This design comes from an exercise in tuning for a short achievable clock period and few clock cycles on the open sky130 flow, not from production work. Function was checked by simulation only, so behaviour that the tests miss may differ from the original. No activity file was given, so power comes from the tool's default toggle rates.

`design/flow/config.mk`:
```
export PLATFORM = sky130hd
export DESIGN_NAME = lc3_datapath
export DESIGN_NICKNAME = lc3_datapath
export VERILOG_FILES = /design/flow/design.v
export SDC_FILE = /design/flow/constraint.sdc
export NUM_CORES = 4
export LEC_CHECK = 0
export CAP_MARGIN = 20
export CORE_MARGIN = 2
export CORE_UTILIZATION = 55
export PLACE_DENSITY = 0.7
export SETUP_SLACK_MARGIN = 4.9
export SLEW_MARGIN = 20
```
`design/flow/constraint.sdc`:
```
create_clock -name core_clock -period 7.5 [get_ports {clk}]
set_input_delay 1.5000 -clock core_clock [delete_from_list [all_inputs] [get_ports {clk}]]
set_output_delay 1.5000 -clock core_clock [all_outputs]
set_load 0.01 [all_outputs]
```
`design/flow/design.v`:
```
module lc3_datapath
  (clk,
   rst,
   mem_en,
   mem_we,
   mem_addr,
   mem_wdata,
   mem_ready,
   mem_rdata
   );
  input         clk;
  input         rst;
  output        mem_en;
  output        mem_we;
  output [15:0] mem_addr;
  output [15:0] mem_wdata;
  input         mem_ready;
  input  [15:0] mem_rdata;
  localparam CL = 5;                  
  localparam CN = 1 << CL;
  localparam TW = 16 - CL;            
  localparam [2:0] K_FETCH = 3'd0,
                   K_LOAD  = 3'd1,
                   K_LDI   = 3'd2,
                   K_STI   = 3'd3,
                   K_STORE = 3'd4,
                   K_TRAP  = 3'd5,
                   K_ADDR  = 3'd6,    
                   K_PF    = 3'd7;    
  reg [15:0] r0, r1, r2, r3, r4, r5, r6, r7;
  reg        n, z, p;
  reg [15:0] pc;      
  reg [15:0] pc1;     
  reg [15:0] ir;
  reg [2:0]  kind;
  reg        en;      
  reg        we;
  reg [15:0] mar;
  reg [15:0] mdr;
  reg [15:0] pf;      
  reg        pfv;
  reg        ex;      
  reg        lk;      
  reg [1:0]  aop;     
  reg [15:0] opa, opb;
  reg [15:0]   c_data  [0:CN-1];
  reg [TW-1:0] c_tag   [0:CN-1];
  reg [CN-1:0] c_valid;
  reg          fq;
  reg [15:0]   fqa, fqd;
  assign mem_en    = en;
  assign mem_we    = we;
  assign mem_addr  = mar;
  assign mem_wdata = mdr;
  function [15:0] ksadd;
    input [15:0] a, b;
    reg   [15:0] g, q, x;
    integer k, j;
    begin
      x = a ^ b;
      g = a & b;
      q = x;
      for (k = 0; k < 4; k = k + 1)
        for (j = 15; j >= (1 << k); j = j - 1)
          begin
            g[j] = g[j] | (q[j] & g[j - (1 << k)]);
            q[j] = q[j] & q[j - (1 << k)];
          end
      ksadd = x ^ {g[14:0], 1'b0};
    end
  endfunction
  wire       fw   = (kind == K_LOAD);
  wire       pdep = (pf[15:12] == 4'b0000);
  function [15:0] inc16;
    input [15:0] x;
    reg   [15:0] c;
    integer k;
    begin
      c[0] = 1'b1;
      for (k = 1; k < 16; k = k + 1)
        c[k] = c[k - 1] & x[k - 1];
      inc16 = x ^ c;
    end
  endfunction
  wire [2:0] xdr = ir[11:9];          
  wire       xb  = (pf[8:6] == xdr);
  wire       xs  = (pf[11:9] == xdr);
  reg        xdep;
  always @(*)
    case (pf[15:12])
      4'b0001, 4'b0101: xdep = xb | (~pf[5] & (pf[2:0] == xdr));
      4'b1001, 4'b0110, 4'b1100: xdep = xb;          
      4'b0111:          xdep = xb | xs;              
      4'b0011, 4'b1011: xdep = xs;                   
      4'b0100:          xdep = ~pf[11] & xb;         
      4'b0000:          xdep = 1'b1;                 
      default:          xdep = 1'b0;                 
    endcase
  wire [CL-1:0] li    = pc1[CL-1:0];
  wire          lhit  = c_valid[li] & (c_tag[li] == pc1[15:CL]);
  wire [15:0]   lword = c_data[li];
  reg step;
  always @(*)
    case (kind)
      K_FETCH: step = pfv ? ~(ex & xdep) : mem_ready;
      K_LOAD:  step = pfv & mem_ready & ~pdep;
      K_STORE: step = pfv & mem_ready;
      default: step = 1'b0;
    endcase
  wire [2:0]  b_kind, f_kind;
  wire        b_en, f_en, b_ex, f_ex, b_lk, f_lk, b_seq, f_seq, b_dat, f_dat;
  wire [15:0] b_mar, f_mar, b_pc, f_pc, b_mdr, f_mdr;
  wire [15:0] b_opa, f_opa, b_opb, f_opb;
  wire [1:0]  b_aop, f_aop;
  lc3_step #(.PF(0)) u_bus
    (.d(mem_rdata), .n(n), .z(z), .p(p),
     .r0(r0), .r1(r1), .r2(r2), .r3(r3), .r4(r4), .r5(r5), .r6(r6), .r7(r7),
     .pc1(pc1), .fw(1'b0), .fwd(mem_rdata), .ldr(ir[11:9]),
     .o_kind(b_kind), .o_en(b_en), .o_ex(b_ex), .o_lk(b_lk), .o_mar(b_mar),
     .o_pc(b_pc), .o_mdr(b_mdr), .o_opa(b_opa), .o_opb(b_opb), .o_aop(b_aop),
     .o_seq(b_seq), .o_dat(b_dat));
  lc3_step #(.PF(1)) u_pf
    (.d(pf), .n(n), .z(z), .p(p),
     .r0(r0), .r1(r1), .r2(r2), .r3(r3), .r4(r4), .r5(r5), .r6(r6), .r7(r7),
     .pc1(pc1), .fw(fw), .fwd(mem_rdata), .ldr(ir[11:9]),
     .o_kind(f_kind), .o_en(f_en), .o_ex(f_ex), .o_lk(f_lk), .o_mar(f_mar),
     .o_pc(f_pc), .o_mdr(f_mdr), .o_opa(f_opa), .o_opb(f_opb), .o_aop(f_aop),
     .o_seq(f_seq), .o_dat(f_dat));
  wire s_seq = pfv ? f_seq : b_seq;
  wire s_dat = pfv ? f_dat : b_dat;
  wire [15:0] sum = ksadd(opa, opb);
  reg  [15:0] res;
  always @(*)
    case (aop)
      2'd0:    res = sum;
      2'd1:    res = opa & opb;
      default: res = ~opa;
    endcase
  wire        ldw   = mem_ready & (kind == K_LOAD);
  wire [15:0] wval  = ex ? res : (ldw ? mem_rdata : opa);
  wire [2:0]  wsel  = lk ? 3'd7 : ir[11:9];
  wire        wen   = ex | ldw | lk;
  always @(posedge clk or negedge rst)
    begin
      if (rst == 1'b0)
        begin
          r0 <= 16'h0; r1 <= 16'h0; r2 <= 16'h0; r3 <= 16'h0;
          r4 <= 16'h0; r5 <= 16'h0; r6 <= 16'h0; r7 <= 16'h0;
        end
      else if (wen)
        case (wsel)
          3'd0: r0 <= wval;
          3'd1: r1 <= wval;
          3'd2: r2 <= wval;
          3'd3: r3 <= wval;
          3'd4: r4 <= wval;
          3'd5: r5 <= wval;
          3'd6: r6 <= wval;
          default: r7 <= wval;
        endcase
    end
  reg         zres;
  always @(*)
    case (aop)
      2'd0:    zres = ((opa ^ opb) == {opa[14:0] | opb[14:0], 1'b0});
      2'd1:    zres = ((opa & opb) == 16'h0);
      default: zres = (opa == 16'hffff);
    endcase
  wire        zv = ex ? zres : (mem_rdata == 16'h0);
  wire        nv = ex ? res[15] : mem_rdata[15];
  always @(posedge clk or negedge rst)
    begin
      if (rst == 1'b0)
        begin
          n <= 1'b0; z <= 1'b0; p <= 1'b0;
        end
      else if (ex | ldw)
        begin
          n <= nv;
          z <= zv;
          p <= ~nv & ~zv;
        end
    end
  always @(posedge clk or negedge rst)
    begin
      if (rst == 1'b0)
        fq <= 1'b0;
      else
        fq <= mem_ready & (((kind == K_FETCH) & ~pfv) | (kind == K_PF));
    end
  always @(posedge clk)
    begin
      fqa <= pc;
      fqd <= mem_rdata;
      if (fq)
        begin
          c_data[fqa[CL-1:0]] <= fqd;
          c_tag[fqa[CL-1:0]]  <= fqa[15:CL];
        end
    end
  integer i;
  always @(posedge clk or negedge rst)
    begin
      if (rst == 1'b0)
        c_valid <= {CN{1'b0}};
      else
        for (i = 0; i < CN; i = i + 1)
          if ((kind == K_STORE) & (mar[CL-1:0] == i))
            c_valid[i] <= 1'b0;
          else if (fq & (fqa[CL-1:0] == i))
            c_valid[i] <= 1'b1;
    end
  always @(posedge clk)
    pc1 <= step ? inc16(pc1) : inc16(pc);
  always @(posedge clk or negedge rst)
    begin
      if (rst == 1'b0)
        begin
          pc   <= 16'h0200;
          ir   <= 16'h0;
          mar  <= 16'h0200;
          mdr  <= 16'h0;
          en   <= 1'b1;
          we   <= 1'b0;
          kind <= K_FETCH;
          pf   <= 16'h0;
          pfv  <= 1'b0;
          ex   <= 1'b0;
          lk   <= 1'b0;
          aop  <= 2'd0;
          opa  <= 16'h0;
          opb  <= 16'h0;
        end
      else
        begin
          ex  <= 1'b0;
          lk  <= 1'b0;
          if (step)
            begin
              ir   <= pfv ? pf : mem_rdata;
              pf   <= lword;
              pfv  <= (s_seq | s_dat) & lhit;
              we   <= 1'b0;
              pc   <= pfv ? f_pc   : b_pc;
              mar  <= pfv ? f_mar  : b_mar;
              mdr  <= pfv ? f_mdr  : b_mdr;
              opa  <= pfv ? f_opa  : b_opa;
              opb  <= pfv ? f_opb  : b_opb;
              aop  <= pfv ? f_aop  : b_aop;
              kind <= s_dat ? (lhit ? K_ADDR : K_PF) : (pfv ? f_kind : b_kind);
              en   <= (s_seq | s_dat) ? ~lhit : (pfv ? f_en : b_en);
              ex   <= pfv ? f_ex   : b_ex;
              lk   <= pfv ? f_lk   : b_lk;
            end
          else
            case (kind)
              K_ADDR:
                begin
                  en  <= 1'b1;
                  mar <= sum;
                  case (ir[15:12])
                    4'b0010, 4'b0110: kind <= K_LOAD;
                    4'b0011, 4'b0111: begin kind <= K_STORE; we <= 1'b1; end
                    4'b1010: kind <= K_LDI;
                    4'b1011: kind <= K_STI;
                    default: begin kind <= K_FETCH; pc <= sum; end   
                  endcase
                end
              K_PF:
                if (mem_ready)
                  begin
                    pf  <= mem_rdata;
                    pfv <= 1'b1;
                    mar <= sum;
                    case (ir[15:12])
                      4'b0010, 4'b0110: kind <= K_LOAD;
                      4'b0011, 4'b0111: begin kind <= K_STORE; we <= 1'b1; end
                      4'b1010: kind <= K_LDI;
                      default: kind <= K_STI;
                    endcase
                  end
              K_LDI:
                if (mem_ready)
                  begin
                    kind <= K_LOAD;
                    mar  <= mem_rdata;
                  end
              K_STI:
                if (mem_ready)
                  begin
                    kind <= K_STORE;
                    we   <= 1'b1;
                    mar  <= mem_rdata;
                  end
              K_TRAP:
                if (mem_ready)
                  begin
                    kind <= K_FETCH;
                    mar  <= mem_rdata;
                    pc   <= mem_rdata;
                  end
              K_LOAD, K_STORE:  
                if (mem_ready)
                  begin
                    kind <= K_FETCH;
                    we   <= 1'b0;
                    en   <= 1'b0;
                  end
              default: ;
            endcase
        end
    end
endmodule
module lc3_step
  #(parameter PF = 0)
  (input      [15:0] d,
   input             n, z, p,
   input      [15:0] r0, r1, r2, r3, r4, r5, r6, r7,
   input      [15:0] pc1,
   input             fw,
   input      [15:0] fwd,
   input      [2:0]  ldr,
   output reg [2:0]  o_kind,
   output reg        o_en,
   output reg        o_ex,
   output reg        o_lk,
   output reg [15:0] o_mar,
   output reg [15:0] o_pc,
   output     [15:0] o_mdr,
   output reg [15:0] o_opa,
   output reg [15:0] o_opb,
   output reg [1:0]  o_aop,
   output reg        o_seq,
   output reg        o_dat);
  localparam [2:0] K_FETCH = 3'd0,
                   K_LOAD  = 3'd1,
                   K_LDI   = 3'd2,
                   K_STI   = 3'd3,
                   K_STORE = 3'd4,
                   K_TRAP  = 3'd5,
                   K_ADDR  = 3'd6,
                   K_PF    = 3'd7;
  function [15:0] rsel;
    input [2:0] s;
    input [15:0] a0, a1, a2, a3, a4, a5, a6, a7;
    case (s)
      3'd0: rsel = a0;
      3'd1: rsel = a1;
      3'd2: rsel = a2;
      3'd3: rsel = a3;
      3'd4: rsel = a4;
      3'd5: rsel = a5;
      3'd6: rsel = a6;
      default: rsel = a7;
    endcase
  endfunction
  function [15:0] ksadd;
    input [15:0] a, b;
    reg   [15:0] g, q, x;
    integer k, j;
    begin
      x = a ^ b;
      g = a & b;
      q = x;
      for (k = 0; k < 4; k = k + 1)
        for (j = 15; j >= (1 << k); j = j - 1)
          begin
            g[j] = g[j] | (q[j] & g[j - (1 << k)]);
            q[j] = q[j] & q[j - (1 << k)];
          end
      ksadd = x ^ {g[14:0], 1'b0};
    end
  endfunction
  wire [3:0]  op    = d[15:12];
  wire        taken = (d[11] & n) | (d[10] & z) | (d[9] & p);
  wire [15:0] dbase = (fw & (d[8:6] == ldr)) ? fwd : rsel(d[8:6], r0, r1, r2, r3, r4, r5, r6, r7);
  wire [15:0] dsr2  = (fw & (d[2:0] == ldr)) ? fwd : rsel(d[2:0], r0, r1, r2, r3, r4, r5, r6, r7);
  assign      o_mdr = (fw & (d[11:9] == ldr)) ? fwd : rsel(d[11:9], r0, r1, r2, r3, r4, r5, r6, r7);
  wire [15:0] djsrr = (d[8:6] == 3'd7) ? pc1 : dbase;
  always @(*)
    begin
      case (op)
        4'b0000, 4'b0010, 4'b0011, 4'b1010, 4'b1011, 4'b1110:
          begin
            o_opa = pc1;
            o_opb = {{7{d[8]}}, d[8:0]};
          end
        4'b0100, 4'b1111:
          begin
            o_opa = pc1;
            o_opb = {{5{d[10]}}, d[10:0]};
          end
        4'b0110, 4'b0111:
          begin
            o_opa = dbase;
            o_opb = {{10{d[5]}}, d[5:0]};
          end
        default:
          begin
            o_opa = dbase;
            o_opb = d[5] ? {{11{d[4]}}, d[4:0]} : dsr2;
          end
      endcase
      case (op)
        4'b0101: o_aop = 2'd1;
        4'b1001: o_aop = 2'd2;
        default: o_aop = 2'd0;
      endcase
      o_seq  = 1'b0;
      o_dat  = 1'b0;
      o_kind = K_FETCH;
      o_en   = 1'b1;
      o_ex   = 1'b0;
      o_lk   = 1'b0;
      o_mar  = pc1;
      o_pc   = pc1;
      case (op)
        4'b0001, 4'b0101, 4'b1001, 4'b1110:  
          begin
            o_ex  = 1'b1;
            o_seq = 1'b1;
          end
        4'b1111:  
          begin
            o_lk   = 1'b1;
            o_kind = K_TRAP;
            o_mar  = {8'h00, d[7:0]};
          end
        4'b1100:  
          begin
            o_mar = dbase;
            o_pc  = dbase;
          end
        4'b0100:  
          begin
            o_lk = 1'b1;
            if (d[11])
              begin
                o_kind = K_ADDR;
                o_en   = 1'b0;
              end
            else
              begin
                o_mar = djsrr;
                o_pc  = djsrr;
              end
          end
        4'b0000:  
          if (taken)
            begin
              o_kind = K_ADDR;
              o_en   = 1'b0;
            end
          else
            o_seq = 1'b1;
        4'b0010, 4'b0011, 4'b0110, 4'b0111, 4'b1010, 4'b1011:
          begin             
            o_kind = K_PF;
            o_dat  = 1'b1;
          end
        default:            
          o_seq = 1'b1;
      endcase
    end
endmodule
```
`design/flow/run.sh`:
```
#!/bin/bash
# synth_recipe.tcl (not shown) runs the flow's synth.tcl, then flattens the netlist and writes it again
# the make line also repeats each setting of config.mk as NAME=value (left out here)
make -C /OpenROAD-flow-scripts/flow DESIGN_CONFIG=/design/flow/config.mk WORK_HOME=/design/flow/orfs CLKGATE_MAP_FILE= SYNTH_SCRIPT=/design/flow/synth_recipe.tcl finish
```
==> impl_results.md, run 1 <==
- Status: finished clean
- Post-DP HPWL: 120 mm
- Post-synth EDFFs: 864
- Yosys top cell area share: 44.7%
- Remaining DRCs: 0
- GRT Overall Usage: 41.6%
- Sequential group share of total power: 30.2%
- Post-route ant nets: 0
- Internal: 0.0197 W
- RSZ-0062 raised after global routing: true
- Tmin final: 3.13 ns
- Place WS: 2.64 ns
- Clock latency on the worst-skew pair: 0.77 ns
- Die Y: 329 um
- Yosys Warn Count: 3
- Slew headroom: 24.1%
- Setup TNS: 0 ns
- FF+latch count, synth: 1189
- Largest net degree at the start of global routing: 119
- Synthesis-to-layout area growth: 28.7%
- Post-synthesis cell type count: 84
- Gp weighted congestion: 1.08
- Grt total ovfl: 0
- Net Sw Power: 0.0146 W
- Fin. max-slew vios: 0
- CTS buffer count: 118
- Vias per cell: 7.44
- Top cells by area, synth: edfxtp_1 45%, mux4_2 12%, dfrtp_1 12%
- Final Setup Violations: 0
- CP Data Required Time: 8.12 ns
- CTS H-tree depth: 3
- Mapped Cells: 4403
- CP Class: input port to flop
- Area leader, netlist: edfxtp_1
- Max FFs per register: 512
- # IOs: 53
- Post-synth top cells: 864 x edfxtp_1, 429 x nand2_1, 329 x o21ai_0
- Synthesized area per cell: 13.2 um2
- Vias in the first global route: 43000
- Antenna violations before repair: 17
- Hold/Removal Path Class: flop to flop
- Initial Utilization: 55.3%
- Final wirelength: 238 mm
- Leakage: 27.0 nW
- Fmax: 319 MHz
- Logic gate share of total power: 52.0%
- VDD IR-drop max: 0.000457 V
- FF+latch area: 34000 um2
- Die width: 329 um
- Critical R2R Capture: en$_DFFE_PN1P_
- Post-Place Cells: 5590
- Input/output buffers: 52
- Final period util: 41.8%
- Power density cells: 460 nW/um2
- Die area: 108000 um2
- CP Capture Type: flop
- Pwr Total: 0.0343 W
- Syn Nets: 4482
- Crit-path max FO: 7
- Fin nets: 4894
- Actual slew at the worst max-slew pin: 1.14 ns
- Finished Layout Cells: 6317
- Register area share after synthesis: 58.3%
- Fraction of layout cells with a size suffix above 1: 38.5%
- Clk network pwr share: 17.8%
- Worst hold margin: 0.459 ns
- Rows: 119
- Global-route wire length before repair: 319 mm
- Crit path arrival time: 3.75 ns
- Multi-input gate area: 26400 um2
- Sw Share: 42.5%
- Hold Fails Final Rpt: 0
- Final Worst Setup Slack: 4.37 ns
- Netlist Area Pre-Place: 58000 um2
- CTS tree: built
- Reg2reg setup slack: 4.43 ns
- CP endpoint: pc[8]$_DFFE_PN0P_
- Clk slew on worst S/H paths: 0.06 ns
- CTS Buffer Depth: 3
- Skew final: 0.0766 ns
- Hold Buf Count CTS: 0
- Clk root buf: clkbuf_16
- Ys flop type: edfxtp_1
- CTS Sinks: 1189
- Count leader, synth: edfxtp_1
- Via count: 47000
- Routed length per instance: 37.6 um
- First DRT Iteration DRCs: 8562
- R2R Path Start: pc1[0]$_DFF_P_
- Core area: 105000 um2
- R2r worst-path depth: 11
- 1st-pass router iterations: 10
- # Max-Cap Violations: 0
- Crit start category: input port
- Async S/R FF share, synth: 23.3%
- # fillers: 6647
- Worst setup path startpoint: mem_rdata[8]
-- power groups by stage --
stage | sequential, W | combinational [W] | clock, W
6_report | 0.0104 | 0.0178 | 0.00612
4_1_cts | 0.0101 | 0.0149 | 0.00608
2_1_floorplan | 0.00917 | 0.00824 | 0
3_5_place_dp | 0.0104 | 0.0110 | 0
3_3_place_gp | 0.0104 | 0.0109 | 0
5_1_grt | 0.0104 | 0.0182 | 0.00636
-- repair_timing --
action / 4_1_cts / 5_1_grt
endpoints found under the hold margin: 0 / 0
resized for setup: 843 / 437
endpoints found under the setup margin: 469 / 391
pin swaps: 183 / 207
gates cloned: 51 / 26
setup buffers: 249 / 170
-- final cells by class --
| type | instances | share of cell area (%) |
|---|---|---|
| flip-flops and latches | 1189 | 45.5 |
| multi-input cells | 2787 | 35.4 |
| repair buffers | 656 | 11.2 |
| clock buffers | 160 | 4.27 |
| well taps | 1391 | 2.33 |
| clock inverters | 63 | 0.987 |
| inverters | 63 | 0.370 |
| diodes | 8 | 0.0268 |
-- worst min path at each step --
stage	startpoint	end	slack (ns)	cells past startpoint
6_report	pc[9]$_DFFE_PN1P_	fqa[9]$_DFF_P_	0.46	0
5_1_grt	pc[9]$_DFFE_PN1P_	fqa[9]$_DFF_P_	0.46	0
4_1_cts	pc[1]$_DFFE_PN0P_	fqa[1]$_DFF_P_	0.44	0
3_5_place_dp	pc[1]$_DFFE_PN0P_	fqa[1]$_DFF_P_	0.41	0
3_3_place_gp	pc[1]$_DFFE_PN0P_	fqa[1]$_DFF_P_	0.42	0
2_1_floorplan	pc[1]$_DFFE_PN0P_	fqa[1]$_DFF_P_	0.38	0
-- placed cells by master, fill, tap and decap left out, types with 25 or more instances in the layout --
cell,instances
nand2_2,26
nand2_1,397
mux2_4,25
o22ai_1,44
buf_12,80
mux2i_1,140
nor3_1,26
a22oi_1,29
a211oi_2,28
nor2b_1,25
mux2_2,53
nor2_1,207
o21ai_1,89
ha_4,40
clkbuf_16,138
o21ai_2,87
clkbuf_1,34
dfrtp_1,238
buf_16,53
inv_1,39
a21oi_2,46
nor2_4,38
edfxtp_1,864
a21oi_1,179
dfxtp_1,33
buf_6,86
o21ai_0,148
buf_4,358
nand2b_1,34
nand3_1,47
mux4_2,308
a31oi_1,33
o211ai_1,52
-- cells by family after synthesis --
kind of cell	Yosys count	synth area share (%)
DFF	1189	58.3
AOI/OAI and AO/OA	1127	12.5
and+or+nand+nor	1019	7.95
muxes	533	16.0
xor gates and xnor gates	43	0.649
buffers and inverters	432	3.23
adders and majority gates	60	1.31
-- through the flow --
stage	instance area (um2)	utilization, %
floorplan	59300	-
global placement	60500	57.6
detailed placement	60500	57.6
CTS	70900	67.5
global route	74700	71.1
finish	74700	71.1
-- routing by layer --
metal  GRT usage (%)  share of wire, %  up-vias
met3            12.8                14     1458
met4            28.4               9.7       20
met1            52.5                33    23100
met2            61.8                43     4409
met5               0              0.14        -
li1                -                 -    18100
-- worst max-delay path: stages --
cell	delay [ns]
buf_16	0.14
buf_8	0.14
nand2b_1	0.13
mux4_2	0.79
a21oi_2	0.25
a211oi_2	0.09
o21ai_2	0.22
a21oi_1	0.06
a31o_2	0.25
o211ai_1	0.17
Testbench counts, summed over its fixed seeds: cycles 115,005.
==> run 2, diff against run 1 <==
--- a/design/flow/config.mk
+++ b/design/flow/config.mk
@@ -8,6 +8,6 @@
 export CAP_MARGIN = 20
 export CORE_MARGIN = 2
-export CORE_UTILIZATION = 55
-export PLACE_DENSITY = 0.7
-export SETUP_SLACK_MARGIN = 4.9
+export CORE_UTILIZATION = 65
+export PLACE_DENSITY = 0.75
+export SETUP_SLACK_MARGIN = 4.7
 export SLEW_MARGIN = 20
==> impl_results.md, run 2 <==
- FF+latch count, synth: 1189
- Syn Nets: 4482
- CTS buffer count: 114
- CTS tree: built
- CP Class: input port to flop
- Input/output buffers: 52
- Clk root buf: clkbuf_16
- Power density cells: 459 nW/um2
- Slew headroom: 19.5%
- Mapped Cells: 4403
- Final Core Density: 79.7%
- Grt total ovfl: 0
- Worst setup path startpoint: mem_rdata[8]
- Hold Fails Final Rpt: 0
- Core area: 88400 um2
- Post-synth EDFFs: 864
- Netlist Area Pre-Place: 58000 um2
- CTS H-tree depth: 3
- # fillers: 4631
- Largest stage delay on the critical path: 0.67 ns
- CTS Sinks: 1189
- Remaining DRCs: 0
- Crit-path max FO: 6
- Internal: 0.0181 W
- Met2 WL: 105 mm
- Critical R2R Capture: en$_DFFE_PN1P_
- Status: finished clean
- # IOs: 53
- Antenna violations before repair: 19
- CP Capture Type: flop
- Commonest non-fill, non-tap cell in the layout: edfxtp_1
- R2R Path Start: pc1[0]$_DFF_P_
- Reg2reg setup slack: 4.32 ns
- Sw Share: 44.1%
- Rows: 109
- Final wirelength: 248 mm
- Post-Place Cells: 5373
- Hold/Removal Path Class: flop to flop
- Vias per cell: 8.09
- Yosys Warn Count: 3
- 1st-pass router iterations: 22
- Die width: 303 um
- Die Y: 303 um
- Uppermost layer routed: met5
- VDD IR-drop max: 0.000415 V
- Hold_sp: pc[9]$_DFFE_PN1P_
- Crit path arrival time: 3.91 ns
- R2r worst-path depth: 13
- Final period util: 43.8%
- Ys flop type: edfxtp_1
- Post-synthesis cell type count: 84
- Skew final: 0.0799 ns
- Net Sw Power: 0.0143 W
- Post-synth top cells: 864 x edfxtp_1, 429 x nand2_1, 329 x o21ai_0
- Post-DP HPWL: 118 mm
- Fmax: 304 MHz
- Hold Path Stages: 0
- Async S/R FF share, synth: 23.3%
- Clock latency on the worst-skew pair: 0.80 ns
- Synthesized area per cell: 13.2 um2
- CP Data Required Time: 8.12 ns
- Largest net degree at the start of global routing: 136
- Yosys top cell area share: 44.7%
- Most frequent cells in the layout: 864 x edfxtp_1, 419 x nand2_1, 308 x mux4_2, 259 x buf_4, 245 x o21ai_0
- Delay-heaviest family, CP: compound AO/OA/AOI/OAI gates
- Initial Utilization: 65.7%
- Crit start category: input port
- GRT Overall Usage: 52.6%
- Synthesis-to-layout area growth: 21.4%
- Slowest-stage cell, CP: mux4_2
- Logic gate share of total power: 49.5%
- Area leader, netlist: edfxtp_1
- Tmin final: 3.29 ns
- Sequential group share of total power: 31.9%
- M1 wire length: 73.1 mm
- Fin. max-slew vios: 0
- Gp weighted congestion: 1.08
- Die area: 91700 um2
- Count leader, synth: edfxtp_1
- RSZ-0062 raised after global routing: true
- Post-route ant nets: 0
- Final Setup Violations: 0
- Clk slew on worst S/H paths: 0.08 ns
- Register area share after synthesis: 58.3%
- Routed length per instance: 42.0 um
- Clk network pwr share: 18.6%
- First DRT Iteration DRCs: 9983
- Leakage: 25.2 nW
- Via count: 47700
- Hold Buf Count CTS: 0
- # Max-Cap Violations: 0
- Worst Hold End: fqa[9]$_DFF_P_
- Fin nets: 4710
- Top cells by area, synth: edfxtp_1 45%, mux4_2 12%, dfrtp_1 12%
- Setup TNS: 0 ns
- Buf/Inv on CP: 4
- Wire length on met3: 41.7 mm
- Global-route wire length before repair: 334 mm
- CTS Buffer Depth: 3
- Actual slew at the worst max-slew pin: 1.21 ns
- Vias in the first global route: 44500
- Cell-by-cell trace of the critical path: buf_16, buf_12, buf_16, buf_12, mux2i_1, mux4_2, nand2_2, a221oi_2, nor2_2, a21oi_2, a221oi_2, a311o_1
- Fraction of layout cells with a size suffix above 1: 32.3%
- Finished Layout Cells: 5902
- Max FFs per register: 512
[run 2: cell counts after synthesis]
Identical to the previous run, type by type.
[run 2: how the worst max path moves through the flow]
stage	end	cells after the start
2_1_floorplan	pc[4]$_DFFE_PN0P_	10
3_3_place_gp	r5[11]$_DFFE_PN0P_	8
3_5_place_dp	mar[1]$_DFFE_PN0P_	9
4_1_cts	en$_DFFE_PN1P_	11
5_1_grt	pc[1]$_DFFE_PN0P_	12
6_report	pc[1]$_DFFE_PN0P_	12
[run 2: power groups by stage]
stage | Clock [W] | Combinational [W] | Sequential [W]
after floorplan | 0 | 0.00807 | 0.00917
after global placement | 0 | 0.0109 | 0.0102
after global routing | 0.00616 | 0.0163 | 0.0103
final | 0.00601 | 0.0160 | 0.0103
after CTS | 0.00583 | 0.0134 | 0.0101
after detailed placement | 0 | 0.0111 | 0.0102
[run 2: final cells by class]
| type | count | area, um2 | share of cell area, % |
|---|---|---|---|
| inverter | 63 | 268 | 0.380 |
| timing repair buffer | 477 | 5820 | 8.26 |
| multi-input combinational | 2786 | 25200 | 35.8 |
| sequential | 1189 | 33900 | 48.2 |
| clock buffer | 150 | 3100 | 4.40 |
| antenna | 8 | 20.0 | 0.0284 |
| clock inverter | 64 | 626 | 0.888 |
| tap | 1165 | 1460 | 2.07 |
[run 2: cell families after synthesis]
logic type / count (synthesis) / share of synthesized area (%)
DFF: 1189 / 58.3
adders and majority gates: 60 / 1.31
buffers and inverters: 432 / 3.23
xor gates and xnor gates: 43 / 0.649
muxes: 533 / 16.0
AOI/OAI and AO/OA: 1127 / 12.5
and+or+nand+nor: 1019 / 7.95
[run 2: metrics by stage]
stage	total power [W]	area [um2]	hold WS (ns)	worst slack (ns)
floorplan	0.0172	58900	0.377	4.28
global placement	0.0211	60100	0.421	2.68
detailed placement	0.0213	60100	0.414	2.71
CTS	0.0293	67700	0.461	4.48
global route	0.0328	70400	0.470	4.21
finish	0.0324	70400	0.455	4.21
[run 2: repair_timing]
action | CTS | global route
pin swaps | 76 | 168
endpoints found under the hold margin | 0 | 0
gates cloned | 35 | 12
resized for setup | 552 | 341
buffers inserted | 149 | 105
setup endpoints to repair | 313 | 295
[run 2: routing by layer]
layer	up-vias	track usage, %
li1	17600	-
met2	5367	76.0
met4	10	42.3
met3	1836	22.4
met1	22900	61.8
met5	-	1.24
==> run 3, diff against run 2 <==
--- a/design/flow/design.v
+++ b/design/flow/design.v
@@ -219,7 +219,7 @@
           pc   <= 16'h0200;
           ir   <= 16'h0;
-          mar  <= 16'h0200;
+          mar  <= 16'h0;
           mdr  <= 16'h0;
-          en   <= 1'b1;
+          en   <= 1'b0;
           we   <= 1'b0;
           kind <= K_FETCH;
@@ -307,5 +307,11 @@
                     en   <= 1'b0;
                   end
-              default: ;
+              default:  
+                if (~pfv & ~en)
+                  begin
+                    en  <= 1'b1;
+                    we  <= 1'b0;
+                    mar <= pc;
+                  end
             endcase
         end
--- a/design/flow/config.mk
+++ b/design/flow/config.mk
@@ -8,6 +8,6 @@
 export CAP_MARGIN = 20
 export CORE_MARGIN = 2
-export CORE_UTILIZATION = 65
-export PLACE_DENSITY = 0.75
+export CORE_UTILIZATION = 40
+export PLACE_DENSITY = 0.6
 export SETUP_SLACK_MARGIN = 4.7
 export SLEW_MARGIN = 20
==> impl_results.md, run 3 <==
- Setup TNS: 0 ns
- Post-route ant nets: 0
- Post-DP HPWL: 125 mm
- Crit-path max FO: 7
- FF+latch count, synth: 1189
- Initial Utilization: 40.4%
- Max FFs per register: 512
- Fin nets: 4811
- # Max-Cap Violations: 0
- Syn Nets: 4555
- Final Setup Violations: 0
- Sequential group share of total power: 31.0%
- Clock latency on the worst-skew pair: 0.78 ns
- Actual slew at the worst max-slew pin: 1.20 ns
- CTS buffer count: 117
- Top cells by area, synth: edfxtp_1 45%, dfrtp_1 12%, mux4_2 12%
- Met2 WL: 98.0 mm
- # IOs: 53
- FF+latch area: 33900 um2
- Antenna violations before repair: 13
- Crit start category: flop
- Crit path arrival time: 3.83 ns
- Place WS: 2.58 ns
- Routed length per instance: 33.1 um
- Clk root buf: clkbuf_16
- CTS H-tree depth: 3
- Die Y: 385 um
- Hold Fails Final Rpt: 0
- Hold/Removal Path Class: flop to flop
- Placed standard-cell area: 61100 um2
- Remaining DRCs: 0
- Area leader, netlist: edfxtp_1
- Vias in the first global route: 41500
- Post-synth top cells: 864 x edfxtp_1, 508 x nand2_1, 353 x o21ai_0
- CP Capture Type: flop
- Synthesized area per cell: 13.0 um2
- Most frequent cells in the layout: 864 x edfxtp_1, 491 x nand2_1, 306 x mux4_2, 274 x o21ai_0, 259 x buf_4
- Sw Share: 42.7%
- Wire length on met3: 27.0 mm
- Uppermost layer routed: met5
- Clk network pwr share: 18.3%
- Fmax: 317 MHz
- Final Worst Setup Slack: 4.35 ns
- Global-route wire length before repair: 312 mm
- Largest stage delay on the critical path: 0.54 ns
- Post-synthesis cell type count: 85
- # fillers: 12100
- Tmin final: 3.15 ns
- Slew headroom: 19.7%
- Die width: 385 um
- Rows: 139
- Post-synth EDFFs: 864
- Core area: 144000 um2
- CTS Buffer Depth: 3
- VDD IR-drop max: 0.000289 V
- Commonest non-fill, non-tap cell in the layout: edfxtp_1
- Die area: 148000 um2
- M1 wire length: 82.3 mm
- RSZ-0062 raised after global routing: true
- CP Data Required Time: 8.18 ns
- Via count: 44900
- Skew final: 0.0423 ns
- First DRT Iteration DRCs: 6354
- Design Area, Final: 72200 um2
- Ys flop type: edfxtp_1
- Largest net degree at the start of global routing: 132
- 1st-pass router iterations: 9
- Net Sw Power: 0.0141 W
- Grt total ovfl: 0
- Synthesis-to-layout area growth: 24.4%
- Internal: 0.0189 W
- Count leader, synth: edfxtp_1
- Yosys Warn Count: 3
- Fin. max-slew vios: 0
- Buf/Inv on CP: 3
- Logic gate share of total power: 50.7%
- Slowest-stage cell, CP: or4b_4
- Multi-input gate area: 25600 um2
- Yosys top cell area share: 44.7%
- Hold Buf Count CTS: 0
- Async S/R FF share, synth: 23.3%
- Input/output buffers: 52
- CTS Sinks: 1189
- Mapped Cells: 4476
- Final wirelength: 224 mm
- Cell-by-cell trace of the critical path: buf_12, buf_8, buf_16, mux4_2, nor2_1, o22ai_1, or3_4, a22oi_2, or4b_4, o21a_1, a31oi_1
- Vias per cell: 6.65
- Gp weighted congestion: 1.02
- Netlist Area Pre-Place: 58000 um2
- GRT Overall Usage: 29.3%
- Final period util: 42.0%
- CP Class: flop to flop
- Delay-heaviest family, CP: simple AND/OR/NAND/NOR gates
- CTS tree: built
- Leakage: 25.5 nW
- Register area share after synthesis: 58.3%
- Power density cells: 458 nW/um2
- Status: finished clean
- Clk slew on worst S/H paths: 0.06 ns
- Fraction of layout cells with a size suffix above 1: 32.0%
## run 3: logic make-up (layout without fill, tap and decap cells)
| group | after synthesis | after routing | share of synthesized area [%] |
|---|---|---|---|
| AND/OR/NAND/NOR | 1081 | 1082 | 8.23 |
| multiplexers | 515 | 515 | 15.7 |
| adder cells (fa/ha/maj) | 60 | 60 | 1.31 |
| XOR/XNOR | 40 | 40 | 0.604 |
| flip-flops | 1189 | 1189 | 58.3 |
| buffers and inverters | 423 | 778 | 2.96 |
| AO/OA/AOI/OAI | 1168 | 1172 | 12.9 |
| other | 0 | 7 | 0 |
## run 3: area by class of cell
type	count	share of cell area [%]
Antenna cell	7	0.0243
Clock buffer	148	4.33
Clock inverter	75	1.09
Inverter	64	0.352
Multi-Input combinational cell	2869	35.5
Sequential cell	1189	47.0
Tap cell	1903	3.30
Timing Repair Buffer	491	8.47
## run 3: timing repair
item                                   in CTS  in global routing
cloned                                     41                 15
pin swaps                                  75                177
resized for setup                         610                353
endpoints found under the hold margin       0                  0
setup endpoints to repair                 420                278
setup buffers                             162                106
## run 3: power by group through the flow
| stage | clock (W) | sequential (W) | combinational (W) |
|---|---|---|---|
| after global routing | 0.00635 | 0.0103 | 0.0174 |
| final | 0.00604 | 0.0102 | 0.0168 |
| after global placement | 0 | 0.0104 | 0.0117 |
| after floorplan | 0 | 0.00917 | 0.00848 |
| after CTS | 0.00611 | 0.0101 | 0.0147 |
| after detailed placement | 0 | 0.0104 | 0.0118 |
## run 3: worst paths after layout
kind	start	end	slack (ns)	cells past startpoint
hold reg to reg	mdr[13]$_DFFE_PN0N_	mdr[13]$_DFFE_PN0N_	0.48	2
setup / recovery	pc1[0]$_DFF_P_	pfv$_DFFE_PN0P_	4.35	11
max in group asynchronous	rst	pf[14]$_DFFE_PN0P_	5.22	2
hold / removal	mdr[13]$_DFFE_PN0N_	mdr[13]$_DFFE_PN0N_	0.48	2
setup reg to reg	pc1[0]$_DFF_P_	pfv$_DFFE_PN0P_	4.35	11
min in group asynchronous	rst	r0[9]$_DFFE_PN0P_	0.77	1
## run 3: tightest hold or removal path: stages (launching register included)
cell	delay, ns
dfrtp_1	0.34
nand2_1	0.05
o21ai_0	0.06
## run 3: metal layers
layer	GRT usage, %	vias to the layer above
li1	-	18000
met1	38.4	22700
met2	44.1	3265
met3	8.26	927
met4	16.0	12
met5	0	-
## run 3: per-stage QoR
stage	util (%)	std cells	power, W	hold WS [ns]
floorplan	-	4476	0.0176	0.398
global placement	42.4	6190	0.0221	0.466
detailed placement	42.5	6191	0.0222	0.471
CTS	48.3	6617	0.0309	0.480
global route	50.2	6739	0.0340	0.502
finish	50.2	6746	0.0330	0.478
Testbench counts of run 3, summed over its fixed seeds: cycles 115,085.
==> run 4, diff against run 3 <==
--- a/design/flow/design.v
+++ b/design/flow/design.v
@@ -17,5 +17,5 @@
   input         mem_ready;
   input  [15:0] mem_rdata;
-  localparam CL = 5;                  
+  localparam CL = 6;                  
   localparam CN = 1 << CL;
   localparam TW = 16 - CL;            
==> impl_results.md, run 4 <==
- Status: finished clean
- GRT Overall Usage: 27.0%
- Largest net degree at the start of global routing: 111
- Hold_sp: pc[9]$_DFFE_PN1P_
- Hold/Removal Path Class: flop to flop
- Initial Utilization: 40.2%
- Clk slew on worst S/H paths: 0.06 ns
- Post-synth top cells: 1664 x edfxtp_1, 567 x mux4_2, 495 x nand2_1
- Count leader, synth: edfxtp_1
- Crit-path max FO: 24
- Via count: 60400
- Die Y: 477 um
- Max FFs per register: 1024
- R2r worst-path depth: 11
- Worst hold margin: 0.443 ns
- Post-route ant nets: 0
- Mapped Cells: 5747
- Input/output buffers: 52
- First DRT Iteration DRCs: 9810
- Die width: 477 um
- Ys flop type: edfxtp_1
- Yosys Warn Count: 3
- Rows: 173
- Clock latency on the worst-skew pair: 0.89 ns
- Tmin final: 3.68 ns
- Reg2reg setup slack: 3.82 ns
- Clk root buf: clkbuf_16
- Finished Layout Cells: 9304
- # Max-Cap Violations: 0
- Crit start category: flop
- Fmax: 272 MHz
- CTS tree: built
- Fin. max-slew vios: 0
- Actual slew at the worst max-slew pin: 1.10 ns
- Vias in the first global route: 56900
- Gp weighted congestion: 0.994
- Die area: 227000 um2
- Hold Buf Count CTS: 0
- Leakage: 37.1 nW
- Post-synthesis cell type count: 79
- CP Capture Type: flop
- Area leader, netlist: edfxtp_1
- Register area share after synthesis: 65.6%
- Most frequent cells in the layout: 1664 x edfxtp_1, 567 x mux4_2, 474 x nand2_1, 334 x buf_4, 269 x nor2_1
- Top cells by area, synth: edfxtp_1 56%, mux4_2 14%, dfrtp_1 8.6%
- CTS Sinks: 2021
- RSZ-0062 raised after global routing: true
- Vias per cell: 6.50
- Syn Nets: 5826
- CP Data Required Time: 8.21 ns
- Netlist Area Pre-Place: 89400 um2
- Crit path arrival time: 4.38 ns
- Critical R2R Capture: kind[0]$_DFFE_PN0P_
- # IOs: 53
- Yosys top cell area share: 55.9%
- Async S/R FF share, synth: 15.3%
- Final wirelength: 320 mm
- Synthesized area per cell: 15.6 um2
- Slew headroom: 26.2%
- 1st-pass router iterations: 9
- Post-synth EDFFs: 1664
- Post-DP HPWL: 181 mm
- VDD IR-drop max: 0.000239 V
- Power density cells: 434 nW/um2
- Final period util: 49.1%
- Commonest non-fill, non-tap cell in the layout: edfxtp_1
- Grt total ovfl: 0
- Fin nets: 6230
- CTS buffer count: 202
- Hold Fails Final Rpt: 0
- CP Class: flop to flop
- Remaining DRCs: 0
- CTS H-tree depth: 4
- Antenna violations before repair: 14
- Fraction of layout cells with a size suffix above 1: 33.7%
- Routed length per instance: 34.3 um
- Worst Hold End: fqa[9]$_DFF_P_
- Setup TNS: 0 ns
- Final Setup Violations: 0
- Core area: 222000 um2
- Global-route wire length before repair: 440 mm
- CTS Buffer Depth: 3
- Hold Path Stages: 0
- FF+latch count, synth: 2021
- Skew final: 0.0819 ns
- R2R Path Start: pc1[1]$_DFF_P_
- Post-Place Cells: 8545
- Synthesis-to-layout area growth: 22.5%
- Pwr Total: 0.0475 W
==> run 4: cell types whose count changed after synthesis, moves of 25 or more <==
cell	change
mux4_2	+261
clkbuf_1	+55
nand3_1	+34
mux2_2	-25
o21ai_0	+27
edfxtp_1	+800
nor2_1	+72
dfrtp_1	+32
a21oi_1	+60
==> run 4: worst max-delay path: stages, from the launching register on <==
cell      delay [ns]
dfxtp_4         0.48
buf_16          0.24
buf_8           0.25
mux4_2          0.34
mux2i_1         0.24
o22ai_1         0.20
nor4_1          0.34
o221ai_1        0.34
and2_4          0.30
or4_4           0.56
o21ai_2         0.14
a31oi_1         0.09
==> run 4: timing repair <==
action | 4_1_cts | 5_1_grt
endpoints found under the setup margin | 511 | 472
pin swaps | 111 | 125
cloned | 42 | 21
setup buffers | 199 | 115
endpoints found under the hold margin | 0 | 0
resized for setup | 772 | 329
==> run 4: cell type report <==
class	count	area [um2]
repair buffers	609	7480
well taps	2975	3720
clock buffers	252	5350
inverters	69	292
clock inverters	126	1580
flip-flops and latches	2021	58800
diodes	4	10.0
fillers	18400	113000
multi-input cells	3248	32300
==> run 4: cells by family (layout without fill, tap and decap cells) <==
| group | Yosys count | count (layout) | share of synthesized area (%) |
|---|---|---|---|
| muxes | 766 | 766 | 16.6 |
| buffers and inverters | 487 | 1056 | 2.25 |
| xor gates and xnor gates | 39 | 39 | 0.382 |
| DFF | 2021 | 2021 | 65.6 |
| adders and majority gates | 60 | 60 | 0.848 |
| and+or+nand+nor | 1161 | 1163 | 5.66 |
| AOI/OAI and AO/OA | 1213 | 1220 | 8.64 |
| other | 0 | 4 | 0 |
==> run 4: how the worst max path moves through the flow <==
stage	start	to	slack, ns	cells after the start
2_1_floorplan	fqa[0]$_DFF_P_	c_data[31][0]$_DFFE_PP_	4.07	5
3_3_place_gp	pc1[0]$_DFF_P_	pf[13]$_DFFE_PN0P_	2.66	8
3_5_place_dp	pc1[0]$_DFF_P_	pf[13]$_DFFE_PN0P_	2.65	8
4_1_cts	pc1[0]$_DFF_P_	kind[0]$_DFFE_PN0P_	3.86	10
5_1_grt	pc1[0]$_DFF_P_	en$_DFFE_PN0P_	3.76	11
6_report	pc1[1]$_DFF_P_	kind[0]$_DFFE_PN0P_	3.82	11
==> run 4: routing by layer <==
metal | routed length (um) | global-route usage [%] | share of wire, % | up-vias
met4 | 17600 | 11.6 | 5.5 | 14
met5 | 92 | 0 | 0.029 | -
met3 | 38500 | 6.89 | 12 | 984
li1 | - | - | - | 23900
met1 | 122000 | 37.2 | 38 | 31400
met2 | 142000 | 40.6 | 44 | 4205
==> run 4: power by group <==
part,switching (W),internal (W),total [W]
clock network,0.00453,0.00595,0.0105
logic,0.0123,0.00926,0.0215
registers,0.00192,0.0136,0.0155
total,0.0187,0.0288,0.0475
==> run 4: through the flow <==
stage          area (um2)  worst slack, ns  util [%]
5_1_grt            110000             3.76      49.3
3_3_place_gp        94600             2.66      42.5
2_1_floorplan       91200             4.07         -
6_report           110000             3.82      49.3
4_1_cts            107000             3.86      48.0
3_5_place_dp        94600             2.65      42.6
Testbench counts of run 4, summed over its fixed seeds: cycles 111,697.
==> run 5, diff against run 4 <==
--- a/design/flow/design.v
+++ b/design/flow/design.v
@@ -384,4 +384,6 @@
   assign      o_mdr = (fw & (d[11:9] == ldr)) ? fwd : rsel(d[11:9], r0, r1, r2, r3, r4, r5, r6, r7);
   wire [15:0] djsrr = (d[8:6] == 3'd7) ? pc1 : dbase;
+  wire [15:0] t9    = ksadd(pc1, {{7{d[8]}}, d[8:0]});
+  wire [15:0] t11   = ksadd(pc1, {{5{d[10]}}, d[10:0]});
   always @(*)
     begin
@@ -441,5 +443,10 @@
           begin
             o_lk = 1'b1;
-            if (d[11])
+            if (d[11] & (PF != 0))
+              begin
+                o_mar = t11;
+                o_pc  = t11;
+              end
+            else if (d[11])
               begin
                 o_kind = K_ADDR;
@@ -453,5 +460,10 @@
           end
         4'b0000:  
-          if (taken)
+          if (taken & (PF != 0))
+            begin
+              o_mar = t9;
+              o_pc  = t9;
+            end
+          else if (taken)
             begin
               o_kind = K_ADDR;
==> impl_results.md, run 5 <==
- Synthesis-to-layout area growth: 22.4%
- RSZ-0062 raised after global routing: true
- Grt total ovfl: 0
- Register area share after synthesis: 64.3%
- Hold Path Stages: 0
- Commonest non-fill, non-tap cell in the layout: edfxtp_1
- CTS buffer count: 207
- Count leader, synth: edfxtp_1
- Global-route wire length before repair: 456 mm
- Post-Place Cells: 8884
- Most frequent cells in the layout: 1664 x edfxtp_1, 548 x mux4_2, 527 x nand2_1, 370 x buf_4, 312 x nor2_1
- Slew headroom: 20.3%
- Routed length per instance: 34.3 um
- Placed standard-cell area: 96400 um2
- Hold_sp: pc[9]$_DFFE_PN1P_
- Final period util: 46.7%
- Post-synthesis cell type count: 88
- Setup TNS: 0 ns
- Initial Utilization: 40.2%
- Finished Layout Cells: 9673
- Hold Buf Count CTS: 0
- Antenna violations before repair: 16
- Actual slew at the worst max-slew pin: 1.19 ns
- Area leader, netlist: edfxtp_1
- CTS tree: built
- GRT Overall Usage: 27.8%
- Yosys top cell area share: 54.8%
- CP Data Required Time: 8.22 ns
- Core area: 227000 um2
- R2R Path Start: pc1[1]$_DFF_P_
- Leakage: 38.2 nW
- Post-route ant nets: 0
- Largest net degree at the start of global routing: 147
- Design Area, Final: 112000 um2
- Ys flop type: edfxtp_1
- Fmax: 286 MHz
- Gp weighted congestion: 0.978
- Critical R2R Capture: kind[0]$_DFFE_PN0P_
- Via count: 62400
- # fillers: 18900
- Fin nets: 6584
- # Max-Cap Violations: 0
- Top cells by area, synth: edfxtp_1 55%, mux4_2 14%, dfrtp_1 8.5%
- FF+latch count, synth: 2021
- Mapped Cells: 6068
- Final Worst Setup Slack: 4.00 ns
- Vias per cell: 6.45
- 1st-pass router iterations: 8
- Rows: 175
- Status: finished clean
- Multi-input gate area: 34200 um2
- Place WS: 2.54 ns
- Hold Fails Final Rpt: 0
- Synthesized area per cell: 15.0 um2
- Async S/R FF share, synth: 15.3%
- CTS Sinks: 2021
- Post-synth top cells: 1664 x edfxtp_1, 547 x mux4_2, 544 x nand2_1
- Reg2reg setup slack: 4.00 ns
- Tmin final: 3.50 ns
- Max FFs per register: 1024
- FF+latch area: 58800 um2
- Crit-path max FO: 28
- Vias in the first global route: 58800
- Pwr Total: 0.0504 W
- CTS Buffer Depth: 3
- Final Setup Violations: 0
- Hold/Removal Path Class: flop to flop
- Netlist Area Pre-Place: 91200 um2
- Die Y: 482 um
- Worst Hold End: fqa[9]$_DFF_P_
- Remaining DRCs: 0
- Power density cells: 451 nW/um2
- Clk slew on worst S/H paths: 0.06 ns
- CP Capture Type: flop
- Skew final: 0.0861 ns
- R2r worst-path depth: 11
- CTS H-tree depth: 4
- Syn Nets: 6169
- Crit start category: flop
- CP Class: flop to flop
- # IOs: 53
- Final wirelength: 332 mm
- VDD IR-drop max: 0.000263 V
- Post-DP HPWL: 187 mm
- Crit path arrival time: 4.22 ns
- Yosys Warn Count: 3
- Input/output buffers: 52
- Fraction of layout cells with a size suffix above 1: 33.0%
- Clk root buf: clkbuf_16
- Die area: 232000 um2
- Clock latency on the worst-skew pair: 0.91 ns
- Die width: 482 um
- First DRT Iteration DRCs: 9351
- Post-synth EDFFs: 1664
- Fin. max-slew vios: 0
-- run 5: cell types whose count changed after synthesis, sizes merged, moves of 23 or more --
cell | before | now
xnor2 | 18 | 50
nor2 | 354 | 415
a211oi | 45 | 68
mux2i | 140 | 181
nand2 | 495 | 544
a21oi | 254 | 328
-- run 5: layer usage --
| metal | GRT usage [%] | routed length [um] | part of all wire [%] |
|---|---|---|---|
| met5 | 0 | 55 | 0.017 |
| met4 | 12.3 | 18300 | 5.5 |
| met3 | 6.86 | 38500 | 12 |
| met1 | 38.0 | 126000 | 38 |
| met2 | 42.0 | 149000 | 45 |
-- run 5: cell type report --
class	count	share of cell area (%)
flip-flops and latches	2021	52.7
multi-input cells	3543	30.6
repair buffers	636	6.82
clock buffers	254	4.86
well taps	3009	3.37
clock inverters	132	1.36
inverters	74	0.290
diodes	4	0.00896
-- run 5: worst max path at each step --
stage | startpoint | to | cells after the start
2_1_floorplan | mem_rdata[7] | pc[11]$_DFFE_PN0P_ | 9
3_3_place_gp | mem_ready | opa[8]$_DFFE_PN0N_ | 7
3_5_place_dp | mem_ready | opa[8]$_DFFE_PN0N_ | 7
4_1_cts | pc1[0]$_DFF_P_ | kind[0]$_DFFE_PN0P_ | 11
5_1_grt | pc1[0]$_DFF_P_ | kind[0]$_DFFE_PN0P_ | 13
6_report | pc1[1]$_DFF_P_ | kind[0]$_DFFE_PN0P_ | 11
-- run 5: worst max-delay path, stage by stage (launching register included) --
cell	delay, ns
dfxtp_4	0.40
buf_12	0.19
buf_8	0.28
mux4_2	0.42
a22o_1	0.28
or4_1	0.54
a22oi_2	0.35
nor3_2	0.09
nor4_4	0.28
buf_6	0.18
a21boi_1	0.07
o21a_1	0.18
-- run 5: where the power goes --
group / total, W / internal, W / switching [W]
combinational: 0.0242 / 0.0104 / 0.0139
sequential: 0.0157 / 0.0136 / 0.00206
clock: 0.0105 / 0.00589 / 0.00458
-- run 5: logic make-up (layout without fill, tap and decap cells) --
kind of cell,count (synthesis),after routing,share of synthesized area [%]
xor+xnor,87,87,0.835
simple gates,1274,1276,5.99
fa+ha+maj,82,82,1.14
mux,787,787,16.3
flops,2021,2021,64.3
compound gates,1309,1311,9.04
buf+inv,508,1096,2.41
other cells,0,4,0
-- run 5: per-stage QoR --
step                util [%]  hold slack, ns
floorplan                  -           0.411
global placement        42.4           0.465
detailed placement      42.4           0.471
CTS                     47.8           0.447
global route            49.2           0.441
finish                  49.2           0.458
-- run 5: timing repair --
| item | 4_1_cts | 5_1_grt |
|---|---|---|
| pin swaps | 117 | 163 |
| setup buffers | 222 | 115 |
| setup endpoints to repair | 544 | 335 |
| endpoints found under the hold margin | 0 | 0 |
| gates cloned | 39 | 22 |
| resized for setup | 708 | 409 |
Testbench counts of run 5, summed over its fixed seeds: cycles 109,771.
==> run 6, diff against run 5 <==
--- a/design/flow/design.v
+++ b/design/flow/design.v
@@ -17,5 +17,5 @@
   input         mem_ready;
   input  [15:0] mem_rdata;
-  localparam CL = 6;                  
+  localparam CL = 5;                  
   localparam CN = 1 << CL;
   localparam TW = 16 - CL;            
@@ -94,5 +94,4 @@
       4'b0011, 4'b1011: xdep = xs;                   
       4'b0100:          xdep = ~pf[11] & xb;         
-      4'b0000:          xdep = 1'b1;                 
       default:          xdep = 1'b0;                 
     endcase
@@ -108,4 +107,22 @@
       default: step = 1'b0;
     endcase
+  wire [15:0] sum = ksadd(opa, opb);
+  reg  [15:0] res;
+  always @(*)
+    case (aop)
+      2'd0:    res = sum;
+      2'd1:    res = opa & opb;
+      default: res = ~opa;
+    endcase
+  reg         zres;
+  always @(*)
+    case (aop)
+      2'd0:    zres = ((opa ^ opb) == {opa[14:0] | opb[14:0], 1'b0});
+      2'd1:    zres = ((opa & opb) == 16'h0);
+      default: zres = (opa == 16'hffff);
+    endcase
+  wire        fn = ex ? res[15] : n;
+  wire        fz = ex ? zres : z;
+  wire        fp = ex ? (~res[15] & ~zres) : p;
   wire [2:0]  b_kind, f_kind;
   wire        b_en, f_en, b_ex, f_ex, b_lk, f_lk, b_seq, f_seq, b_dat, f_dat;
@@ -121,5 +138,5 @@
      .o_seq(b_seq), .o_dat(b_dat));
   lc3_step #(.PF(1)) u_pf
-    (.d(pf), .n(n), .z(z), .p(p),
+    (.d(pf), .n(fn), .z(fz), .p(fp),
      .r0(r0), .r1(r1), .r2(r2), .r3(r3), .r4(r4), .r5(r5), .r6(r6), .r7(r7),
      .pc1(pc1), .fw(fw), .fwd(mem_rdata), .ldr(ir[11:9]),
@@ -129,12 +146,4 @@
   wire s_seq = pfv ? f_seq : b_seq;
   wire s_dat = pfv ? f_dat : b_dat;
-  wire [15:0] sum = ksadd(opa, opb);
-  reg  [15:0] res;
-  always @(*)
-    case (aop)
-      2'd0:    res = sum;
-      2'd1:    res = opa & opb;
-      default: res = ~opa;
-    endcase
   wire        ldw   = mem_ready & (kind == K_LOAD);
   wire [15:0] wval  = ex ? res : (ldw ? mem_rdata : opa);
@@ -160,11 +169,4 @@
         endcase
     end
-  reg         zres;
-  always @(*)
-    case (aop)
-      2'd0:    zres = ((opa ^ opb) == {opa[14:0] | opb[14:0], 1'b0});
-      2'd1:    zres = ((opa & opb) == 16'h0);
-      default: zres = (opa == 16'hffff);
-    endcase
   wire        zv = ex ? zres : (mem_rdata == 16'h0);
   wire        nv = ex ? res[15] : mem_rdata[15];
@@ -219,7 +221,7 @@
           pc   <= 16'h0200;
           ir   <= 16'h0;
-          mar  <= 16'h0;
+          mar  <= 16'h0200;
           mdr  <= 16'h0;
-          en   <= 1'b0;
+          en   <= 1'b1;
           we   <= 1'b0;
           kind <= K_FETCH;
@@ -307,11 +309,5 @@
                     en   <= 1'b0;
                   end
-              default:  
-                if (~pfv & ~en)
-                  begin
-                    en  <= 1'b1;
-                    we  <= 1'b0;
-                    mar <= pc;
-                  end
+              default: ;
             endcase
         end
@@ -384,6 +380,4 @@
   assign      o_mdr = (fw & (d[11:9] == ldr)) ? fwd : rsel(d[11:9], r0, r1, r2, r3, r4, r5, r6, r7);
   wire [15:0] djsrr = (d[8:6] == 3'd7) ? pc1 : dbase;
-  wire [15:0] t9    = ksadd(pc1, {{7{d[8]}}, d[8:0]});
-  wire [15:0] t11   = ksadd(pc1, {{5{d[10]}}, d[10:0]});
   always @(*)
     begin
@@ -443,10 +437,5 @@
           begin
             o_lk = 1'b1;
-            if (d[11] & (PF != 0))
-              begin
-                o_mar = t11;
-                o_pc  = t11;
-              end
-            else if (d[11])
+            if (d[11])
               begin
                 o_kind = K_ADDR;
@@ -460,10 +449,5 @@
           end
         4'b0000:  
-          if (taken & (PF != 0))
-            begin
-              o_mar = t9;
-              o_pc  = t9;
-            end
-          else if (taken)
+          if (taken)
             begin
               o_kind = K_ADDR;
--- a/design/flow/config.mk
+++ b/design/flow/config.mk
@@ -8,6 +8,6 @@
 export CAP_MARGIN = 20
 export CORE_MARGIN = 2
-export CORE_UTILIZATION = 40
-export PLACE_DENSITY = 0.6
+export CORE_UTILIZATION = 55
+export PLACE_DENSITY = 0.7
 export SETUP_SLACK_MARGIN = 4.7
 export SLEW_MARGIN = 20
==> impl_results.md, run 6 <==
- Crit path arrival time: 3.73 ns
- Largest net degree at the start of global routing: 128
- Post-synth EDFFs: 864
- Async S/R FF share, synth: 23.3%
- Remaining DRCs: 0
- Skew final: 0.0582 ns
- Synthesized area per cell: 13.0 um2
- RSZ-0062 raised after global routing: true
- Hold/Removal Path Class: flop to flop
- Yosys top cell area share: 45.2%
- GRT Overall Usage: 40.4%
- Via count: 44400
- Area leader, netlist: edfxtp_1
- Yosys Warn Count: 3
- Setup TNS: 0 ns
- VDD IR-drop max: 0.000374 V
- Die area: 107000 um2
- Leakage: 24.8 nW
- Final wirelength: 221 mm
- Clk root buf: clkbuf_16
- Final Core Density: 67.6%
- Pwr Total: 0.0322 W
- Post-route ant nets: 0
- Fin. max-slew vios: 0
- Final Setup Violations: 0
- Fmax: 319 MHz
- CTS buffer count: 117
- Netlist Area Pre-Place: 57400 um2
- CTS Buffer Depth: 3
- Reg2reg setup slack: 4.37 ns
- Die width: 327 um
- Ys flop type: edfxtp_1
- Worst setup path startpoint: opa[7]$_DFFE_PN0N_
- Routed length per instance: 36.5 um
- Count leader, synth: edfxtp_1
- Antenna violations before repair: 9
- Clock latency on the worst-skew pair: 0.75 ns
- Actual slew at the worst max-slew pin: 1.12 ns
- Vias in the first global route: 42200
- Hold Buf Count CTS: 0
- Die Y: 327 um
- Cell count along the critical path: 10
- Most frequent cells in the layout: 864 x edfxtp_1, 482 x nand2_1, 312 x mux4_2, 247 x o21ai_0, 243 x dfrtp_1
- Global-route wire length before repair: 309 mm
- Design Area, Final: 69900 um2
- Hold Fails Final Rpt: 0
- Fraction of layout cells with a size suffix above 1: 31.4%
- Post-synth top cells: 864 x edfxtp_1, 497 x nand2_1, 342 x o21ai_0
- Initial Utilization: 55.4%
- R2R Path Start: opa[7]$_DFFE_PN0N_
- Slew headroom: 25.4%
- Crit start category: flop
- CTS tree: built
- Vias per cell: 7.33
- Mapped Cells: 4397
- CTS Sinks: 1189
- Grt total ovfl: 0
- Placed standard-cell area: 59800 um2
- Post-synthesis cell type count: 90
- Input/output buffers: 52
- Commonest non-fill, non-tap cell in the layout: edfxtp_1
- CP Capture Type: flop
- Status: finished clean
- Top cells by area, synth: edfxtp_1 45%, mux4_2 12%, dfrtp_1 12%
- Register area share after synthesis: 59.0%
- Synthesis-to-layout area growth: 21.9%
- Max FFs per register: 512
- Final period util: 41.8%
- Core area: 103000 um2
- CP endpoint: r1[10]$_DFFE_PN0P_
- Crit-path max FO: 8
- First DRT Iteration DRCs: 7501
- Syn Nets: 4476
- Fin nets: 4664
- Worst hold margin: 0.470 ns
- Power density cells: 460 nW/um2
- Largest stage delay on the critical path: 0.55 ns
- CP Class: flop to flop
- Gp weighted congestion: 1.05
- Buf/Inv on CP: 2
- R2r worst-path depth: 10
- Delay-heaviest family, CP: compound AO/OA/AOI/OAI gates
- # IOs: 53
- Clk slew on worst S/H paths: 0.07 ns
- CTS H-tree depth: 3
- # Max-Cap Violations: 0
- Critical R2R Capture: r1[10]$_DFFE_PN0P_
- Cell-by-cell trace of the critical path: ha_2, or4_4, o2111a_2, buf_6, or3_4, a311oi_4, a21oi_2, a21oi_4, buf_12, o21ai_2
- Tmin final: 3.13 ns
- Slowest-stage cell, CP: or4_4
- FF+latch count, synth: 1189
- Rows: 118
- 1st-pass router iterations: 10
- CP Data Required Time: 8.09 ns
- Post-DP HPWL: 124 mm
==> run 6: cell count changes in the layout (fill, tap and decap cells not counted), sizes merged, moves of 34 or more <==
cell / delta
edfxtp: -800
xnor2: -37
nand2: -47
buf: -214
nor2: -140
clkbuf: -90
o21ai: -36
mux4: -238
a21oi: -77
mux2i: -61
dfrtp: -34
clkinv: -59
a22oi: -72
==> run 6: report_power, final <==
group	internal [W]	switching (W)	total, W
registers	0.00822	0.00200	0.0102
logic	0.00668	0.00918	0.0159
clock network	0.00341	0.00267	0.00608
==> run 6: how the worst min path moves through the flow <==
stage	startpoint	end	slack, ns	cells after the start
floorplan	pc[1]$_DFFE_PN0P_	fqa[1]$_DFF_P_	0.38	0
global placement	pc[9]$_DFFE_PN1P_	fqa[9]$_DFF_P_	0.45	0
detailed placement	pc[9]$_DFFE_PN1P_	fqa[9]$_DFF_P_	0.45	0
CTS	pc[9]$_DFFE_PN1P_	fqa[9]$_DFF_P_	0.47	0
global route	pc[9]$_DFFE_PN1P_	fqa[9]$_DFF_P_	0.47	0
finish	pc[9]$_DFFE_PN1P_	fqa[9]$_DFF_P_	0.47	0
==> run 6: logic make-up (layout without fill, tap and decap cells) <==
family / after synthesis / after routing / share of synthesized area, %
buf+inv: 434 / 719 / 3.01
xor+xnor: 42 / 42 / 0.641
compound gates: 1138 / 1139 / 12.7
fa+ha+maj: 60 / 60 / 1.32
mux: 484 / 484 / 15.4
flops: 1189 / 1189 / 59.0
simple gates: 1050 / 1053 / 7.96
other cells: 0 / 2 / 0
==> run 6: layout make-up <==
| class | count | area, um2 |
|---|---|---|
| antenna | 2 | 5.00 |
| clock buffer | 167 | 3340 |
| clock inverter | 53 | 583 |
| fill | 6998 | 33600 |
| inverter | 81 | 370 |
| multi-input combinational | 2778 | 25000 |
| sequential | 1189 | 33900 |
| tap | 1380 | 1730 |
| timing repair buffer | 418 | 4990 |
==> run 6: what timing repair did <==
item,CTS,global route
gates cloned,25,14
setup buffers,133,74
gates resized for setup,680,288
pin swaps,105,124
endpoints found under the setup margin,297,271
==> run 6: per-layer routing <==
layer | GRT usage [%] | part of all wire, % | vias up
met1 | 49.6 | 33 | 21900
met5 | 0 | 0.015 | -
met3 | 13.0 | 13 | 1176
met2 | 61.9 | 45 | 3853
li1 | - | - | 17500
met4 | 26.5 | 8.9 | 4
==> run 6: stage by stage <==
step | setup WS, ns | std cells
after floorplan | 4.07 | 4397
after global placement | 2.92 | 5597
after detailed placement | 2.90 | 5599
after CTS | 4.44 | 5977
after global routing | 4.29 | 6066
final | 4.37 | 6068
Testbench counts of run 6, summed over its fixed seeds: cycles 113,462.

==> static timing again, ports no longer ideal <==
How much do the figures lean on ideal ports? The routed layouts below were timed once more, with nothing changed but the port constraints. Step 1 sets driving cells, clkbuf_16 on the clock port and buf_2 on the other inputs (assumed; they add their load-dependent delay and slew). Step 2, shift: input delay + t, output delay - t, t = (earliest + latest rising clock arrival at the registers) / 2. This alone moves slack from input paths to output paths. Three values: no drivers, after step 1, after step 2; two values: the first two.
run | shift t [ns] | setup slack, ns | hold slack, ns | worst data-port slew with drivers (ns) | pins driven straight from the clock port
run 1 | 0.810 | 4.368 / 4.207 / 3.396 | 0.459 / 0.459 / 0.459 | 0.35 | 1
run 2 | 0.836 | 4.215 / 4.037 / 3.201 | 0.455 / 0.455 / 0.455 | 0.33 | 1
run 3 | 0.839 | 4.349 / 4.253 / 3.415 | 0.478 / 0.478 / 0.478 | 0.32 | 1
run 4 | 0.935 | 3.821 / 3.821 / 3.526 | 0.443 / 0.443 / 0.443 | 0.22 | 1
run 5 | 0.948 | 4.001 / 4.001 / 3.397 | 0.458 / 0.458 / 0.458 | 0.25 | 1
run 6 | 0.802 | 4.367 / 4.298 / 3.496 | 0.470 / 0.470 / 0.470 | 0.29 | 1
After both steps setup and hold are still met in every run listed. For run 2, which loses most, drivers alone change the setup slack by -0.178 ns; drivers and shift together by -1.014 ns.
